This design comes from an exercise in tuning for small area and a short achievable clock period on the open sky130 flow, not from production work. Only the layout flow was run in this run; the RTL was not checked for function there. No activity file was given, so power comes from the tool's default toggle rates.

==> design/flow/design.v <==
module reduce_prime2r(
    input               clk,rst_n,
    input [69:0]        c,
    output reg [24:0]   res
    );
  wire n1;
  wire n2;
  wire n3;
  wire n4;
  wire n5;
  wire n6;
  wire n7;
  wire n8;
  wire n9;
  wire n10;
  wire n11;
  wire n12;
  wire n13;
  wire n14;
  wire n15;
  wire n16;
  wire n17;
  wire n18;
  wire n19;
  wire n20;
  wire n21;
  wire n22;
  wire n23;
  wire n24;
  wire n25;
  wire n26;
  wire n27;
  wire n28;
  wire n29;
  wire n30;
  wire n31;
  wire n32;
  wire n33;
  wire n34;
  wire n35;
  wire n36;
  wire n37;
  wire n38;
  wire n39;
  wire n40;
  wire n41;
  wire n42;
  wire n43;
  wire n44;
  wire n45;
  wire n46;
  wire n47;
  wire n48;
  wire n49;
  wire n50;
  wire n51;
  wire n52;
  wire n53;
  wire n54;
  wire n55;
  wire n56;
  wire n57;
  wire n58;
  wire n59;
  wire n60;
  wire n61;
  wire n62;
  wire n63;
  wire n64;
  wire n65;
  wire n66;
  wire n67;
  wire n68;
  wire n69;
  wire n70;
  wire n71;
  wire n72;
  wire n73;
  wire n74;
  wire n75;
  wire n76;
  wire n77;
  wire n78;
  wire n79;
  wire n80;
  wire n81;
  wire n82;
  wire n83;
  wire n84;
  wire n85;
  wire n86;
  wire n87;
  wire n88;
  wire n89;
  wire n90;
  wire n91;
  wire n92;
  wire n93;
  wire n94;
  wire n95;
  wire n96;
  wire n97;
  wire n98;
  wire n99;
  wire n100;
  wire n101;
  wire n102;
  wire n103;
  wire n104;
  wire n105;
  wire n106;
  wire n107;
  wire n108;
  wire n109;
  wire n110;
  wire n111;
  wire n112;
  wire n113;
  wire n114;
  wire n115;
  wire n116;
  wire n117;
  wire n118;
  wire n119;
  wire n120;
  wire n121;
  wire n122;
  wire n123;
  wire n124;
  wire n125;
  wire n126;
  wire n127;
  wire n128;
  wire n129;
  wire n130;
  wire n131;
  wire n132;
  wire n133;
  wire n134;
  wire n135;
  wire n136;
  wire n137;
  wire n138;
  wire n139;
  wire n140;
  wire n141;
  wire n142;
  wire n143;
  wire n144;
  wire n145;
  wire n146;
  wire n147;
  wire n148;
  wire n149;
  wire n150;
  wire n151;
  wire n152;
  wire n153;
  wire n154;
  wire n155;
  wire n156;
  wire n157;
  wire n158;
  wire n159;
  wire n160;
  wire n161;
  wire n162;
  wire n163;
  wire n164;
  wire n165;
  wire n166;
  wire n167;
  wire n168;
  wire n169;
  wire n170;
  wire n171;
  wire n172;
  wire n173;
  wire n174;
  wire n175;
  wire n176;
  wire n177;
  wire n178;
  wire n179;
  wire n180;
  wire n181;
  wire n182;
  wire n183;
  wire n184;
  wire n185;
  wire n186;
  wire n187;
  wire n188;
  wire n189;
  wire n190;
  wire n191;
  wire n192;
  wire n193;
  wire n194;
  wire n195;
  wire n196;
  wire n197;
  wire n198;
  wire n199;
  wire n200;
  wire n201;
  wire n202;
  wire n203;
  wire n204;
  wire n205;
  wire n206;
  wire n207;
  wire n208;
  wire n209;
  wire n210;
  wire n211;
  wire n212;
  wire n213;
  wire n214;
  wire n215;
  wire n216;
  wire n217;
  wire n218;
  wire n219;
  wire n220;
  wire n221;
  wire n222;
  wire n223;
  wire n224;
  wire n225;
  wire n226;
  wire n227;
  wire n228;
  wire n229;
  wire n230;
  wire n231;
  wire n232;
  wire n233;
  wire n234;
  wire n235;
  wire n236;
  wire n237;
  wire n238;
  wire n239;
  wire n240;
  wire n241;
  wire n242;
  wire n243;
  wire n244;
  wire n245;
  wire n246;
  wire n247;
  wire n248;
  wire n249;
  wire n250;
  wire n251;
  wire n252;
  wire n253;
  wire n254;
  wire n255;
  wire n256;
  wire n257;
  wire n258;
  wire n259;
  wire n260;
  wire n261;
  wire n262;
  wire n263;
  wire n264;
  wire n265;
  wire n266;
  wire n267;
  wire n268;
  wire n269;
  wire n270;
  wire n271;
  wire n272;
  wire n273;
  wire n274;
  wire n275;
  wire n276;
  wire n277;
  wire n278;
  wire n279;
  wire n280;
  wire n281;
  wire n282;
  wire n283;
  wire n284;
  wire n285;
  wire n286;
  wire n287;
  wire n288;
  wire n289;
  wire n290;
  wire n291;
  wire n292;
  wire n293;
  wire n294;
  wire n295;
  wire n296;
  wire n297;
  wire n298;
  wire n299;
  wire n300;
  wire n301;
  wire n302;
  wire n303;
  wire n304;
  wire n305;
  wire n306;
  wire n307;
  wire n308;
  wire n309;
  wire n310;
  wire n311;
  wire n312;
  wire n313;
  wire n314;
  wire n315;
  wire n316;
  wire n317;
  wire n318;
  wire n319;
  wire n320;
  wire n321;
  wire n322;
  wire n323;
  wire n324;
  wire n325;
  wire n326;
  wire n327;
  wire n328;
  wire n329;
  wire n330;
  wire n331;
  wire n332;
  wire n333;
  wire n334;
  wire n335;
  wire n336;
  wire n337;
  wire n338;
  wire n339;
  wire n340;
  wire n341;
  wire n342;
  wire n343;
  wire n344;
  wire n345;
  wire n346;
  wire n347;
  wire n348;
  wire n349;
  wire n350;
  wire n351;
  wire n352;
  wire n353;
  wire n354;
  wire n355;
  wire n356;
  wire n357;
  wire n358;
  wire n359;
  wire n360;
  wire n361;
  wire n362;
  assign n1 = ~c[30];
  fa_cell u_fa1 (.a(c[6]), .b(c[24]), .c(n1), .s(n2), .co(n3));
  assign n4 = ~c[31];
  fa_cell u_fa2 (.a(c[7]), .b(c[25]), .c(n4), .s(n5), .co(n6));
  assign n7 = ~c[32];
  fa_cell u_fa3 (.a(c[8]), .b(c[26]), .c(n7), .s(n8), .co(n9));
  assign n10 = ~c[33];
  fa_cell u_fa4 (.a(c[9]), .b(c[27]), .c(n10), .s(n11), .co(n12));
  assign n13 = ~c[34];
  fa_cell u_fa5 (.a(c[10]), .b(c[28]), .c(n13), .s(n14), .co(n15));
  assign n16 = ~c[35];
  fa_cell u_fa6 (.a(c[11]), .b(c[29]), .c(n16), .s(n17), .co(n18));
  assign n19 = ~c[36];
  fa_cell u_fa7 (.a(c[12]), .b(c[30]), .c(n19), .s(n20), .co(n21));
  assign n22 = ~c[37];
  fa_cell u_fa8 (.a(c[13]), .b(c[31]), .c(n22), .s(n23), .co(n24));
  assign n25 = ~c[38];
  fa_cell u_fa9 (.a(c[14]), .b(c[32]), .c(n25), .s(n26), .co(n27));
  assign n28 = ~c[39];
  fa_cell u_fa10 (.a(c[15]), .b(c[33]), .c(n28), .s(n29), .co(n30));
  assign n31 = ~c[40];
  fa_cell u_fa11 (.a(c[16]), .b(c[34]), .c(n31), .s(n32), .co(n33));
  assign n34 = ~c[41];
  fa_cell u_fa12 (.a(c[17]), .b(c[35]), .c(n34), .s(n35), .co(n36));
  assign n37 = ~c[42];
  fa_cell u_fa13 (.a(c[18]), .b(c[36]), .c(n37), .s(n38), .co(n39));
  assign n40 = ~c[43];
  fa_cell u_fa14 (.a(c[19]), .b(c[37]), .c(n40), .s(n41), .co(n42));
  assign n43 = ~c[44];
  fa_cell u_fa15 (.a(c[20]), .b(c[38]), .c(n43), .s(n44), .co(n45));
  assign n46 = ~c[45];
  fa_cell u_fa16 (.a(c[21]), .b(c[39]), .c(n46), .s(n47), .co(n48));
  assign n49 = ~c[46];
  fa_cell u_fa17 (.a(c[22]), .b(c[40]), .c(n49), .s(n50), .co(n51));
  assign n52 = ~c[47];
  fa_cell u_fa18 (.a(c[23]), .b(c[41]), .c(n52), .s(n53), .co(n54));
  assign n55 = c[0] ^ c[24];
  assign n56 = c[0] & ~c[24];
  assign n57 = ~c[48];
  fa_cell u_fa19 (.a(n57), .b(c[42]), .c(n55), .s(n58), .co(n59));
  assign n60 = ~c[25];
  fa_cell u_fa20 (.a(c[1]), .b(n60), .c(c[49]), .s(n61), .co(n62));
  fa_cell u_fa21 (.a(n40), .b(n56), .c(n61), .s(n63), .co(n64));
  assign n65 = ~c[26];
  fa_cell u_fa22 (.a(c[2]), .b(n65), .c(c[50]), .s(n66), .co(n67));
  fa_cell u_fa23 (.a(n43), .b(n62), .c(n66), .s(n68), .co(n69));
  assign n70 = ~c[27];
  fa_cell u_fa24 (.a(c[3]), .b(n70), .c(c[51]), .s(n71), .co(n72));
  fa_cell u_fa25 (.a(n46), .b(n67), .c(n71), .s(n73), .co(n74));
  assign n75 = ~c[28];
  fa_cell u_fa26 (.a(c[4]), .b(n75), .c(c[52]), .s(n76), .co(n77));
  fa_cell u_fa27 (.a(n49), .b(n72), .c(n76), .s(n78), .co(n79));
  assign n80 = ~c[29];
  fa_cell u_fa28 (.a(c[5]), .b(n80), .c(c[53]), .s(n81), .co(n82));
  fa_cell u_fa29 (.a(n52), .b(n77), .c(n81), .s(n83), .co(n84));
  assign n85 = c[54] ^ c[42];
  assign n86 = c[54] | c[42];
  fa_cell u_fa30 (.a(n2), .b(n54), .c(n82), .s(n87), .co(n88));
  assign n89 = ~n85;
  fa_cell u_fa31 (.a(n89), .b(n87), .c(n84), .s(n90), .co(n91));
  fa_cell u_fa32 (.a(n57), .b(c[55]), .c(c[43]), .s(n92), .co(n93));
  fa_cell u_fa33 (.a(n86), .b(n5), .c(n3), .s(n94), .co(n95));
  fa_cell u_fa34 (.a(n92), .b(n88), .c(n94), .s(n96), .co(n97));
  assign n98 = ~c[49];
  fa_cell u_fa35 (.a(n98), .b(c[56]), .c(c[44]), .s(n99), .co(n100));
  fa_cell u_fa36 (.a(n8), .b(n6), .c(n93), .s(n101), .co(n102));
  fa_cell u_fa37 (.a(n99), .b(n95), .c(n101), .s(n103), .co(n104));
  assign n105 = ~c[50];
  fa_cell u_fa38 (.a(n105), .b(c[57]), .c(c[45]), .s(n106), .co(n107));
  fa_cell u_fa39 (.a(n11), .b(n9), .c(n100), .s(n108), .co(n109));
  fa_cell u_fa40 (.a(n106), .b(n102), .c(n108), .s(n110), .co(n111));
  assign n112 = ~c[51];
  fa_cell u_fa41 (.a(n112), .b(c[58]), .c(c[46]), .s(n113), .co(n114));
  fa_cell u_fa42 (.a(n14), .b(n12), .c(n107), .s(n115), .co(n116));
  fa_cell u_fa43 (.a(n113), .b(n109), .c(n115), .s(n117), .co(n118));
  assign n119 = ~c[52];
  fa_cell u_fa44 (.a(n119), .b(c[59]), .c(c[47]), .s(n120), .co(n121));
  fa_cell u_fa45 (.a(n17), .b(n15), .c(n114), .s(n122), .co(n123));
  fa_cell u_fa46 (.a(n120), .b(n116), .c(n122), .s(n124), .co(n125));
  assign n126 = ~c[53];
  fa_cell u_fa47 (.a(c[48]), .b(n126), .c(c[60]), .s(n127), .co(n128));
  fa_cell u_fa48 (.a(n20), .b(n18), .c(n121), .s(n129), .co(n130));
  fa_cell u_fa49 (.a(n127), .b(n123), .c(n129), .s(n131), .co(n132));
  assign n133 = ~c[54];
  fa_cell u_fa50 (.a(c[49]), .b(n133), .c(c[61]), .s(n134), .co(n135));
  fa_cell u_fa51 (.a(n23), .b(n21), .c(n128), .s(n136), .co(n137));
  fa_cell u_fa52 (.a(n134), .b(n130), .c(n136), .s(n138), .co(n139));
  assign n140 = ~c[55];
  fa_cell u_fa53 (.a(c[50]), .b(n140), .c(c[62]), .s(n141), .co(n142));
  fa_cell u_fa54 (.a(n26), .b(n24), .c(n135), .s(n143), .co(n144));
  fa_cell u_fa55 (.a(n141), .b(n137), .c(n143), .s(n145), .co(n146));
  assign n147 = ~c[56];
  fa_cell u_fa56 (.a(c[51]), .b(n147), .c(c[63]), .s(n148), .co(n149));
  fa_cell u_fa57 (.a(n29), .b(n27), .c(n142), .s(n150), .co(n151));
  fa_cell u_fa58 (.a(n148), .b(n144), .c(n150), .s(n152), .co(n153));
  assign n154 = ~c[57];
  fa_cell u_fa59 (.a(c[52]), .b(n154), .c(c[64]), .s(n155), .co(n156));
  fa_cell u_fa60 (.a(n32), .b(n30), .c(n149), .s(n157), .co(n158));
  fa_cell u_fa61 (.a(n155), .b(n151), .c(n157), .s(n159), .co(n160));
  assign n161 = ~c[58];
  fa_cell u_fa62 (.a(c[53]), .b(n161), .c(c[65]), .s(n162), .co(n163));
  fa_cell u_fa63 (.a(n35), .b(n33), .c(n156), .s(n164), .co(n165));
  fa_cell u_fa64 (.a(n162), .b(n158), .c(n164), .s(n166), .co(n167));
  assign n168 = ~c[59];
  fa_cell u_fa65 (.a(c[54]), .b(n168), .c(c[66]), .s(n169), .co(n170));
  fa_cell u_fa66 (.a(n38), .b(n36), .c(n163), .s(n171), .co(n172));
  fa_cell u_fa67 (.a(n169), .b(n165), .c(n171), .s(n173), .co(n174));
  assign n175 = ~c[60];
  fa_cell u_fa68 (.a(c[55]), .b(n175), .c(c[67]), .s(n176), .co(n177));
  fa_cell u_fa69 (.a(n41), .b(n39), .c(n170), .s(n178), .co(n179));
  fa_cell u_fa70 (.a(n176), .b(n172), .c(n178), .s(n180), .co(n181));
  assign n182 = ~c[61];
  fa_cell u_fa71 (.a(c[56]), .b(n182), .c(c[68]), .s(n183), .co(n184));
  fa_cell u_fa72 (.a(n44), .b(n42), .c(n177), .s(n185), .co(n186));
  fa_cell u_fa73 (.a(n183), .b(n179), .c(n185), .s(n187), .co(n188));
  assign n189 = ~c[62];
  fa_cell u_fa74 (.a(c[57]), .b(n189), .c(c[69]), .s(n190), .co(n191));
  fa_cell u_fa75 (.a(n47), .b(n45), .c(n184), .s(n192), .co(n193));
  fa_cell u_fa76 (.a(n190), .b(n186), .c(n192), .s(n194), .co(n195));
  assign n196 = c[58] ^ c[63];
  assign n197 = c[58] & ~c[63];
  fa_cell u_fa77 (.a(n50), .b(n48), .c(n191), .s(n198), .co(n199));
  assign n200 = ~n196;
  fa_cell u_fa78 (.a(n200), .b(n193), .c(n198), .s(n201), .co(n202));
  assign n203 = c[59] ^ c[64];
  assign n204 = c[59] & ~c[64];
  fa_cell u_fa79 (.a(n197), .b(n53), .c(n51), .s(n205), .co(n206));
  assign n207 = ~n203;
  fa_cell u_fa80 (.a(n207), .b(n199), .c(n205), .s(n208), .co(n209));
  assign n210 = c[60] ^ c[65];
  assign n211 = n210;
  assign n212 = n204 ^ n211;
  assign n213 = n212 ^ n206;
  assign n214 = c[0] | ~c[24];
  gpn_cell u_gp1 (.a(c[1]), .b(~c[25]), .ng(n215), .nt(n216));
  gpn_cell u_gp2 (.a(c[2]), .b(~c[26]), .ng(n217), .nt(n218));
  gpn_cell u_gp3 (.a(c[3]), .b(~c[27]), .ng(n219), .nt(n220));
  gpn_cell u_gp4 (.a(c[4]), .b(~c[28]), .ng(n221), .nt(n222));
  gpn_cell u_gp5 (.a(c[5]), .b(~c[29]), .ng(n223), .nt(n224));
  gpn_cell u_gp7 (.a(n5), .b(n3), .ng(n225), .nt(n226));
  gpn_cell u_gp8 (.a(n8), .b(n6), .ng(n227), .nt(n228));
  gpn_cell u_gp9 (.a(n11), .b(n9), .ng(n229), .nt(n230));
  gpn_cell u_gp10 (.a(n14), .b(n12), .ng(n231), .nt(n232));
  gpn_cell u_gp11 (.a(n17), .b(n15), .ng(n233), .nt(n234));
  gpn_cell u_gp12 (.a(n20), .b(n18), .ng(n235), .nt(n236));
  gpn_cell u_gp13 (.a(n23), .b(n21), .ng(n237), .nt(n238));
  gpn_cell u_gp14 (.a(n26), .b(n24), .ng(n239), .nt(n240));
  gpn_cell u_gp15 (.a(n29), .b(n27), .ng(n241), .nt(n242));
  gpn_cell u_gp16 (.a(n32), .b(n30), .ng(n243), .nt(n244));
  gpn_cell u_gp17 (.a(n35), .b(n33), .ng(n245), .nt(n246));
  gpn_cell u_gp18 (.a(n38), .b(n36), .ng(n247), .nt(n248));
  gpn_cell u_gp19 (.a(n41), .b(n39), .ng(n249), .nt(n250));
  gpn_cell u_gp20 (.a(n44), .b(n42), .ng(n251), .nt(n252));
  gpn_cell u_gp21 (.a(n47), .b(n45), .ng(n253), .nt(n254));
  gpn_cell u_gp22 (.a(n50), .b(n48), .ng(n255), .nt(n256));
  gpn_cell u_gp23 (.a(n53), .b(n51), .ng(n257), .nt(n258));
  assign n259 = ~n215 | (~n216 & n214);
  assign n260 = ~n216 & 1'b1;
  assign n261 = ~n219 | (~n220 & ~n217);
  assign n262 = ~n220 & ~n218;
  assign n263 = ~n223 | (~n224 & ~n221);
  assign n264 = ~n224 & ~n222;
  assign n265 = ~n225 | (~n226 & 1'b0);
  assign n266 = ~n226 & n2;
  assign n267 = ~n229 | (~n230 & ~n227);
  assign n268 = ~n230 & ~n228;
  assign n269 = ~n233 | (~n234 & ~n231);
  assign n270 = ~n234 & ~n232;
  assign n271 = ~n237 | (~n238 & ~n235);
  assign n272 = ~n238 & ~n236;
  assign n273 = ~n241 | (~n242 & ~n239);
  assign n274 = ~n242 & ~n240;
  assign n275 = ~n245 | (~n246 & ~n243);
  assign n276 = ~n246 & ~n244;
  assign n277 = ~n249 | (~n250 & ~n247);
  assign n278 = ~n250 & ~n248;
  assign n279 = ~n253 | (~n254 & ~n251);
  assign n280 = ~n254 & ~n252;
  assign n281 = ~n257 | (~n258 & ~n255);
  assign n282 = ~n258 & ~n256;
  assign n283 = ~n217 | (~n218 & n259);
  assign n284 = ~n218 & n260;
  assign n285 = n261 | (n262 & n259);
  assign n286 = n262 & n260;
  assign n287 = 1'b0 | (n2 & n263);
  assign n288 = n2 & n264;
  assign n289 = n265 | (n266 & n263);
  assign n290 = n266 & n264;
  assign n291 = ~n231 | (~n232 & n267);
  assign n292 = ~n232 & n268;
  assign n293 = n269 | (n270 & n267);
  assign n294 = n270 & n268;
  assign n295 = ~n239 | (~n240 & n271);
  assign n296 = ~n240 & n272;
  assign n297 = n273 | (n274 & n271);
  assign n298 = n274 & n272;
  assign n299 = ~n247 | (~n248 & n275);
  assign n300 = ~n248 & n276;
  assign n301 = n277 | (n278 & n275);
  assign n302 = n278 & n276;
  assign n303 = ~n255 | (~n256 & n279);
  assign n304 = ~n256 & n280;
  assign n305 = n281 | (n282 & n279);
  assign n306 = n282 & n280;
  assign n307 = ~n221 | (~n222 & n285);
  assign n308 = ~n222 & n286;
  assign n309 = n263 | (n264 & n285);
  assign n310 = n264 & n286;
  assign n311 = n287 | (n288 & n285);
  assign n312 = n288 & n286;
  assign n313 = n289 | (n290 & n285);
  assign n314 = n290 & n286;
  assign n315 = ~n235 | (~n236 & n293);
  assign n316 = ~n236 & n294;
  assign n317 = n271 | (n272 & n293);
  assign n318 = n272 & n294;
  assign n319 = n295 | (n296 & n293);
  assign n320 = n296 & n294;
  assign n321 = n297 | (n298 & n293);
  assign n322 = n298 & n294;
  assign n323 = ~n251 | (~n252 & n301);
  assign n324 = ~n252 & n302;
  assign n325 = n279 | (n280 & n301);
  assign n326 = n280 & n302;
  assign n327 = n303 | (n304 & n301);
  assign n328 = n304 & n302;
  assign n329 = n305 | (n306 & n301);
  assign n330 = n306 & n302;
  assign n331 = ~n227 | (~n228 & n313);
  assign n332 = ~n228 & n314;
  assign n333 = n267 | (n268 & n313);
  assign n334 = n268 & n314;
  assign n335 = n291 | (n292 & n313);
  assign n336 = n292 & n314;
  assign n337 = n293 | (n294 & n313);
  assign n338 = n294 & n314;
  assign n339 = n315 | (n316 & n313);
  assign n340 = n316 & n314;
  assign n341 = n317 | (n318 & n313);
  assign n342 = n318 & n314;
  assign n343 = n319 | (n320 & n313);
  assign n344 = n320 & n314;
  assign n345 = n321 | (n322 & n313);
  assign n346 = n322 & n314;
  assign n347 = ~n243 | (~n244 & n345);
  assign n348 = ~n244 & n346;
  assign n349 = n275 | (n276 & n345);
  assign n350 = n276 & n346;
  assign n351 = n299 | (n300 & n345);
  assign n352 = n300 & n346;
  assign n353 = n301 | (n302 & n345);
  assign n354 = n302 & n346;
  assign n355 = n323 | (n324 & n345);
  assign n356 = n324 & n346;
  assign n357 = n325 | (n326 & n345);
  assign n358 = n326 & n346;
  assign n359 = n327 | (n328 & n345);
  assign n360 = n328 & n346;
  assign n361 = n329 | (n330 & n345);
  assign n362 = n330 & n346;
  wire [24:0] wa = {n209, n202, n195, n188, n181, n174, n167, n160, n153, n146, n139, n132, n125, n118, n111, n104, n97, n91, n90, n79, n74, n69, n64, n59, n54};
  wire [24:0] wb = {n213, n208, n201, n194, n187, n180, n173, n166, n159, n152, n145, n138, n131, n124, n117, n110, n103, n96, 1'b0, n83, n78, n73, n68, n63, n58};
  wire wdg0 = n361;
  reg [24:0] ra, rb;
  reg rdg0;
  always @(posedge clk) begin
    ra <= wa; rb <= wb; rdg0 <= wdg0;
  end
  wire m1;
  wire m2;
  wire m3;
  wire m4;
  wire m5;
  wire m6;
  wire m7;
  wire m8;
  wire m9;
  wire m10;
  wire m11;
  wire m12;
  wire m13;
  wire m14;
  wire m15;
  wire m16;
  wire m17;
  wire m18;
  wire m19;
  wire m20;
  wire m21;
  wire m22;
  wire m23;
  wire m24;
  wire m25;
  wire m26;
  wire m27;
  wire m28;
  wire m29;
  wire m30;
  wire m31;
  wire m32;
  wire m33;
  wire m34;
  wire m35;
  wire m36;
  wire m37;
  wire m38;
  wire m39;
  wire m40;
  wire m41;
  wire m42;
  wire m43;
  wire m44;
  wire m45;
  wire m46;
  wire m47;
  wire m48;
  wire m49;
  wire m50;
  wire m51;
  wire m52;
  wire m53;
  wire m54;
  wire m55;
  wire m56;
  wire m57;
  wire m58;
  wire m59;
  wire m60;
  wire m61;
  wire m62;
  wire m63;
  wire m64;
  wire m65;
  wire m66;
  wire m67;
  wire m68;
  wire m69;
  wire m70;
  wire m71;
  wire m72;
  wire m73;
  wire m74;
  wire m75;
  wire m76;
  wire m77;
  wire m78;
  wire m79;
  wire m80;
  wire m81;
  wire m82;
  wire m83;
  wire m84;
  wire m85;
  wire m86;
  wire m87;
  wire m88;
  wire m89;
  wire m90;
  wire m91;
  wire m92;
  wire m93;
  wire m94;
  wire m95;
  wire m96;
  wire m97;
  wire m98;
  wire m99;
  wire m100;
  wire m101;
  wire m102;
  wire m103;
  wire m104;
  wire m105;
  wire m106;
  wire m107;
  wire m108;
  wire m109;
  wire m110;
  wire m111;
  wire m112;
  wire m113;
  wire m114;
  wire m115;
  wire m116;
  wire m117;
  wire m118;
  wire m119;
  wire m120;
  wire m121;
  wire m122;
  wire m123;
  wire m124;
  wire m125;
  wire m126;
  wire m127;
  wire m128;
  wire m129;
  wire m130;
  wire m131;
  wire m132;
  wire m133;
  wire m134;
  wire m135;
  wire m136;
  wire m137;
  wire m138;
  wire m139;
  wire m140;
  wire m141;
  wire m142;
  wire m143;
  wire m144;
  wire m145;
  wire m146;
  wire m147;
  wire m148;
  wire m149;
  wire m150;
  wire m151;
  wire m152;
  wire m153;
  wire m154;
  wire m155;
  wire m156;
  wire m157;
  wire m158;
  wire m159;
  wire m160;
  wire m161;
  wire m162;
  wire m163;
  wire m164;
  wire m165;
  assign m1 = ~ra[0] ^ ~rb[0];
  assign m2 = ~ra[0] & ~rb[0];
  assign m3 = ~ra[1] ^ rb[1];
  assign m4 = ~ra[1] & rb[1];
  assign m5 = ra[2] ^ rb[2];
  assign m6 = ra[2] & rb[2];
  assign m7 = ra[3] ^ rb[3];
  assign m8 = ra[3] & rb[3];
  assign m9 = ra[4] ^ rb[4];
  assign m10 = ra[4] & rb[4];
  assign m11 = ra[5] ^ rb[5];
  assign m12 = ra[5] & rb[5];
  assign m13 = ra[7] ^ rb[7];
  assign m14 = ra[7] & rb[7];
  assign m15 = ra[8] ^ rb[8];
  assign m16 = ra[8] & rb[8];
  assign m17 = ra[9] ^ rb[9];
  assign m18 = ra[9] & rb[9];
  assign m19 = ra[10] ^ rb[10];
  assign m20 = ra[10] & rb[10];
  assign m21 = ra[11] ^ rb[11];
  assign m22 = ra[11] & rb[11];
  assign m23 = ra[12] ^ rb[12];
  assign m24 = ra[12] & rb[12];
  assign m25 = ra[13] ^ rb[13];
  assign m26 = ra[13] & rb[13];
  assign m27 = ra[14] ^ rb[14];
  assign m28 = ra[14] & rb[14];
  assign m29 = ra[15] ^ rb[15];
  assign m30 = ra[15] & rb[15];
  assign m31 = ra[16] ^ rb[16];
  assign m32 = ra[16] & rb[16];
  assign m33 = ra[17] ^ rb[17];
  assign m34 = ra[17] & rb[17];
  assign m35 = ra[18] ^ rb[18];
  assign m36 = ra[18] & rb[18];
  assign m37 = ra[19] ^ rb[19];
  assign m38 = ra[19] & rb[19];
  assign m39 = ra[20] ^ rb[20];
  assign m40 = ra[20] & rb[20];
  assign m41 = ra[21] ^ rb[21];
  assign m42 = ra[21] & rb[21];
  assign m43 = ra[22] ^ rb[22];
  assign m44 = ra[22] & rb[22];
  assign m45 = ra[23] ^ rb[23];
  assign m46 = ra[23] & rb[23];
  assign m47 = m4 | (m3 & m2);
  assign m48 = m3 & m1;
  assign m49 = m8 | (m7 & m6);
  assign m50 = m7 & m5;
  assign m51 = m12 | (m11 & m10);
  assign m52 = m11 & m9;
  assign m53 = m6 | (m5 & m47);
  assign m54 = m5 & m48;
  assign m55 = m49 | (m50 & m47);
  assign m56 = m50 & m48;
  assign m57 = m10 | (m9 & m55);
  assign m58 = m9 & m56;
  assign m59 = m51 | (m52 & m55);
  assign m60 = m52 & m56;
  assign m61 = m2 | (m1 & ~rdg0);
  assign m62 = m47 | (m48 & ~rdg0);
  assign m63 = m53 | (m54 & ~rdg0);
  assign m64 = m55 | (m56 & ~rdg0);
  assign m65 = m57 | (m58 & ~rdg0);
  assign m66 = m59 | (m60 & ~rdg0);
  assign m67 = ra[6] | m59;
  assign m68 = ra[6] & (m59 | m60);
  assign m69 = rdg0 ? m67 : m68;
  assign m70 = m16 | (m15 & m14);
  assign m71 = m15 & m13;
  assign m72 = m20 | (m19 & m18);
  assign m73 = m19 & m17;
  assign m74 = m24 | (m23 & m22);
  assign m75 = m23 & m21;
  assign m76 = m28 | (m27 & m26);
  assign m77 = m27 & m25;
  assign m78 = m32 | (m31 & m30);
  assign m79 = m31 & m29;
  assign m80 = m36 | (m35 & m34);
  assign m81 = m35 & m33;
  assign m82 = m40 | (m39 & m38);
  assign m83 = m39 & m37;
  assign m84 = m44 | (m43 & m42);
  assign m85 = m43 & m41;
  assign m86 = m72 | (m73 & m70);
  assign m87 = m73 & m71;
  assign m88 = m76 | (m77 & m74);
  assign m89 = m77 & m75;
  assign m90 = m80 | (m81 & m78);
  assign m91 = m81 & m79;
  assign m92 = m84 | (m85 & m82);
  assign m93 = m85 & m83;
  assign m94 = m88 | (m89 & m86);
  assign m95 = m89 & m87;
  assign m96 = m92 | (m93 & m90);
  assign m97 = m93 & m91;
  assign m98 = m96 | (m97 & m94);
  assign m99 = m97 & m95;
  assign m100 = m90 | (m91 & m94);
  assign m101 = m91 & m95;
  assign m102 = m74 | (m75 & m86);
  assign m103 = m75 & m87;
  assign m104 = m78 | (m79 & m94);
  assign m105 = m79 & m95;
  assign m106 = m82 | (m83 & m100);
  assign m107 = m83 & m101;
  assign m108 = m18 | (m17 & m70);
  assign m109 = m17 & m71;
  assign m110 = m22 | (m21 & m86);
  assign m111 = m21 & m87;
  assign m112 = m26 | (m25 & m102);
  assign m113 = m25 & m103;
  assign m114 = m30 | (m29 & m94);
  assign m115 = m29 & m95;
  assign m116 = m34 | (m33 & m104);
  assign m117 = m33 & m105;
  assign m118 = m38 | (m37 & m100);
  assign m119 = m37 & m101;
  assign m120 = m42 | (m41 & m106);
  assign m121 = m41 & m107;
  assign m122 = m46 | (m45 & m98);
  assign m123 = m45 & m99;
  assign m124 = m14 | (m13 & m69);
  assign m125 = m70 | (m71 & m69);
  assign m126 = m108 | (m109 & m69);
  assign m127 = m86 | (m87 & m69);
  assign m128 = m110 | (m111 & m69);
  assign m129 = m102 | (m103 & m69);
  assign m130 = m112 | (m113 & m69);
  assign m131 = m94 | (m95 & m69);
  assign m132 = m114 | (m115 & m69);
  assign m133 = m104 | (m105 & m69);
  assign m134 = m116 | (m117 & m69);
  assign m135 = m100 | (m101 & m69);
  assign m136 = m118 | (m119 & m69);
  assign m137 = m106 | (m107 & m69);
  assign m138 = m120 | (m121 & m69);
  assign m139 = m98 | (m99 & m69);
  assign m140 = m122 | (m123 & m69);
  assign m141 = m1 ^ ~rdg0;
  assign m142 = m3 ^ m61;
  assign m143 = m5 ^ m62;
  assign m144 = m7 ^ m63;
  assign m145 = m9 ^ m64;
  assign m146 = m11 ^ m65;
  assign m147 = ra[6] ^ rdg0 ^ m66;
  assign m148 = m13 ^ m69;
  assign m149 = m15 ^ m124;
  assign m150 = m17 ^ m125;
  assign m151 = m19 ^ m126;
  assign m152 = m21 ^ m127;
  assign m153 = m23 ^ m128;
  assign m154 = m25 ^ m129;
  assign m155 = m27 ^ m130;
  assign m156 = m29 ^ m131;
  assign m157 = m31 ^ m132;
  assign m158 = m33 ^ m133;
  assign m159 = m35 ^ m134;
  assign m160 = m37 ^ m135;
  assign m161 = m39 ^ m136;
  assign m162 = m41 ^ m137;
  assign m163 = m43 ^ m138;
  assign m164 = m45 ^ m139;
  assign m165 = ra[24] ^ rb[24] ^ rdg0 ^ m140;
  wire [24:0] sum = {m165, m164, m163, m162, m161, m160, m159, m158, m157, m156, m155, m154, m153, m152, m151, m150, m149, m148, m147, m146, m145, m144, m143, m142, m141};
  always @(posedge clk or negedge rst_n)
    if (!rst_n) res <= 25'd0;
    else res <= sum;
endmodule
module fa_cell(input a, b, c, output s, co);
  assign s = a ^ b ^ c;
  assign co = (a & b) | (a & c) | (b & c);
endmodule
module gpn_cell(input a, b, output ng, nt);
  assign ng = ~(a & b);
  assign nt = ~(a | b);
endmodule
==> design/flow/flow/run.sh <==
#!/bin/bash
set -euo pipefail
export BUFFER_PORTS_ARGS="-buffer_cell sky130_fd_sc_hd__buf_1"
bash standard.sh > standard_flow.log 2>&1
==> design/flow/standard.sh <==
#!/bin/bash
# synth_recipe.tcl (not shown) runs the flow's synth.tcl, then flattens the netlist and writes it again
# the make line also repeats each setting of config.mk as NAME=value (left out here)
make -C /OpenROAD-flow-scripts/flow DESIGN_CONFIG=/design/flow/config.mk WORK_HOME=/design/flow/orfs CLKGATE_MAP_FILE= SYNTH_SCRIPT=/design/flow/synth_recipe.tcl "${@:-finish}"
==> design/flow/config.mk <==
export PLATFORM = sky130hd
export DESIGN_NAME = reduce_prime2r
export DESIGN_NICKNAME = reduce_prime2r
export VERILOG_FILES = /design/flow/design.v
export SDC_FILE = /design/flow/constraint.sdc
export NUM_CORES = 4
export LEC_CHECK = 0
export CAP_MARGIN = 20
export CORE_MARGIN = 2
export CORE_UTILIZATION = 60
export CTS_BUF_LIST = sky130_fd_sc_hd__clkbuf_4 sky130_fd_sc_hd__clkbuf_8
export PLACE_DENSITY = 0.75
export SETUP_SLACK_MARGIN = 2.8
export SLEW_MARGIN = 20
export SYNTH_HIERARCHICAL = 1
==> design/flow/constraint.sdc <==
create_clock -name core_clock -period 5.3 [get_ports {clk}]
set_input_delay 1.0600 -clock core_clock [delete_from_list [all_inputs] [get_ports {clk}]]
set_output_delay 1.0600 -clock core_clock [all_outputs]
set_load 0.01 [all_outputs]
==> notes.md <==
-- repair_timing --
action	4_1_cts	5_1_grt
pin swaps	22	40
hold buffers	0	0
setup endpoints to repair	37	25
setup buffers	14	10
resized for setup	66	82
-- cells in the mapped netlist, drive strengths merged, types with 3 or more instances --
library cell  instances
nor3                  5
o21a                 14
a31oi                 4
nand2                28
o21bai                3
a211oi                3
dfxtp                50
fa                   82
dfrtp                25
xnor2                13
a21oi                12
inv                  58
a21o                  7
xor2                  9
nand3                 6
nor2                 35
ha                   28
and3                  3
o21ai                11
-- through the flow --
stage,cell area [um2],util (%)
floorplan,4952,-
global route,6322,80.98
finish,6322,80.98
global placement,5448,69.78
detailed placement,5448,69.78
CTS,5981,76.60
-- report_power, final --
| group | total [uW] | leakage (uW) | internal [uW] | switching [uW] |
|---|---|---|---|---|
| Combinational | 1680 | 0.00189 | 795 | 883 |
| Clock | 592 | 0.000134 | 368 | 223 |
| Sequential | 929 | 0.000712 | 827 | 103 |
-- modules after synthesis (local to each module, per instance) --
module | area, um2 | flops+latches
reduce_prime2r | 3125 | 75
fa_cell | 20.02 | 0
gpn_cell | 7.507 | 0
-- cell families (layout without fill, tap and decap cells) --
group | Yosys count | count (layout) | synth area share, %
compound gates | 64 | 64 | 9.591
buf+inv | 58 | 195 | 4.450
xor+xnor | 22 | 22 | 3.939
simple gates | 89 | 89 | 8.056
fa+ha+maj | 110 | 110 | 40.72
flops | 75 | 75 | 33.25
-- worst min path at each step --
| stage | start | end | cells past startpoint |
|---|---|---|---|
| finish | rb[0] | res[0] | 2 |
| global route | rb[0] | res[0] | 2 |
| CTS | rb[7] | res[7] | 1 |
| detailed placement | ra[6] | res[6] | 1 |
| global placement | ra[6] | res[6] | 1 |
| floorplan | ra[6] | res[6] | 1 |
-- sequential cells by signal, indices dropped and copies added (netlist names) --
name  flops
ra       25
res      25
rb       24
rdg0      1
-- worst reg2reg max path, delay by kind of cell, from the launching register on --
kind            cells  cell delay, ns
compound gates      8            1.76
flops               1            0.34
fa+ha+maj           1            0.25
buf+inv             1            0.14
-- layer usage --
| metal | part of all wire (%) | global-route usage (%) | wire length [um] | vias to the layer above |
|---|---|---|---|---|
| met3 | 7.0 | 6.019 | 868 | 39 |
| met2 | 51 | 47.74 | 6308 | 190 |
| met1 | 39 | 35.75 | 4839 | 1769 |
| li1 | - | - | - | 1609 |
| met5 | 0 | 0 | 0 | - |
| met4 | 3.4 | 7.850 | 427 | 0 |
-- final cells by class --
cell class | count | area [um2]
Clock buffer | 10 | 131.4
Multi-Input combinational cell | 285 | 3342
Inverter | 58 | 247.7
Clock inverter | 6 | 137.6
Timing Repair Buffer | 121 | 700.7
Tap cell | 102 | 127.6
Fill cell | 450 | 1485
Sequential cell | 75 | 1635
==> results.toml <==
[cells_and_area]
area_growth_pct = 29.23
layout_commonest_cell = "buf_1"
final_nets = 732
stdcell_count = 657
final_layout_size_suffix_gt1_share_pct = 29.55
final_cell_mix = "buf_1 (58), dfxtp_1 (45), inv_1 (44)"
diodes = 0

[placement]
placed_cells = 617
preCtsSetupSlack_ns = 2.073
gp_congestion = 0.9128
portBuffers = 96
hpwl_mm = 9.048

[drt]
drt_iter0_drc = 236
first_pass_iters = 5
postRouteAntennaNets = 0
vias = 3607
avgViaCountPerCell = 5.490
totalWireLength_mm = 12.44
wire_per_inst_um = 18.94
drc = 0

[setup_path]
crit_path_max_incr_delay_ns = 0.60
crit_cells = 11
r2r_end = "res[24]"
cp_top_family = "compound AO/OA/AOI/OAI gates"
crit_start = "c[27]"
cp_data_arrival_time_ns = 3.07
reg2reg_depth = 10
path_max_fanout = 3
path_buf_inv = 1
cpMaxStageDelayCell = "fa_2"
worstReg2RegStart = "rb[3]"
cp_common_cell = "o21a_1"
path_class = "in2reg"
reg2reg_slack_ns = 2.70
cp.required_ns = 5.54
worstSetupEndpointType = "flip-flop"
worstSetupStartpointType = "primary input"
endpoint = "rdg0"
crit_chain = "buf_6 -> fa_2 -> nor2_2 -> o21a_1 -> o21a_1 -> o21a_1 -> o21a_1 -> o21ai_2 -> a21o_1 -> a31oi_1 -> o41ai_1"

[timing]
tightest_slew_ns = 0.4562
slew_viol_final = 0
clock_skew_ns = 0.01295
min_period_ns = 2.837
final-setup-viol-count = 0
timing.setup.tns_ns = 0
setup_ws_ns = 2.463
hold_ws_ns = 0.5620
hold_violations = 0
period_share_pct = 53.52
maxSlewHeadroom_pct = 69.54
rsz0062_at_grt = "yes"
clock.fmax_mhz = 352.5

[power]
total_power_uw = 3199
powerDensity_nw_per_um2 = 506.0
p_leak_uw = 0.002741
ir_drop_mv = 0.2611

[grt]
grt_max_degree = 26
grt_use_total_pct = 27.80
antenna_found_initial = 0
grt_pass1_wl_mm = 17.88
grt_overflow_total = 0
grt_pass1_vias = 3646

[synth]
syn_inst = 418
synth_nets = 600
synth_edf_count = 0
ys_seq_area_share_pct = 33.25
syn_area_per_cell_um2 = 11.70
yosysWarnings = 7
yosysTopAreaCellShare_pct = 33.55
post-synth-top-area-cell = "fa_1"
synth_area_leaders = "fa_1 (34%), dfxtp_1 (20%), dfrtp_1 (13%)"
synth_flop_cell = "dfxtp_1"
async_reset_ff_share_pct = 33.33
syn_area_um2 = 4892
synthDistinctLibCells = 38
ys_ff_latch = 75

[clock_tree]
clk_latency_ns = 0.35
clkSinkCount = 75
cts_tree = "built"
clk_pin_slew_ns = 0.09
cts_buffer_depth = 2
clockRootBuffer = "clkbuf_8"
cts_buffers = 9
cts.htree.levels = 3

[floorplan]
start_util_pct = 62.66
io_pins = 97
fp.dieH_um = 94.30
coreArea_um2 = 7807
rows = 32
die_area_um2 = 8892
die_x_um = 94.30

[hold_path]
hold_class = "reg2reg"

[outcome]
status = "no timing/DRC/antenna violations"

[job]
maxCapViolations = 0

port drivers added, routing unchanged:
No port has a modelled driver above. Below, the same layout with a new extraction and two added sets of constraints.
Step 1 sets driving cells, clkbuf_16 on the clock port and buf_2 on the other inputs (assumed; they add their load-dependent delay and slew).
Step 2 moves the port delays by t, midway between the first and last clock arrival at a register: inputs arrive t later, outputs are due t later. That takes back most of the time a late clock gives input paths.
a / b / c = ideal ports / drivers / drivers and shift; a / b = the first two.
t, ns: 0.377
setup slack, ns: 2.463 / 2.448 / 2.072
hold slack, ns: 0.562 / 0.562 / 0.562
worst setup path at the end: input to register
worst data-port slew with drivers (ns): 0.07
After both steps setup and hold are still met in this run. For this run, drivers alone change the setup slack by -0.015 ns; drivers and shift together by -0.391 ns.
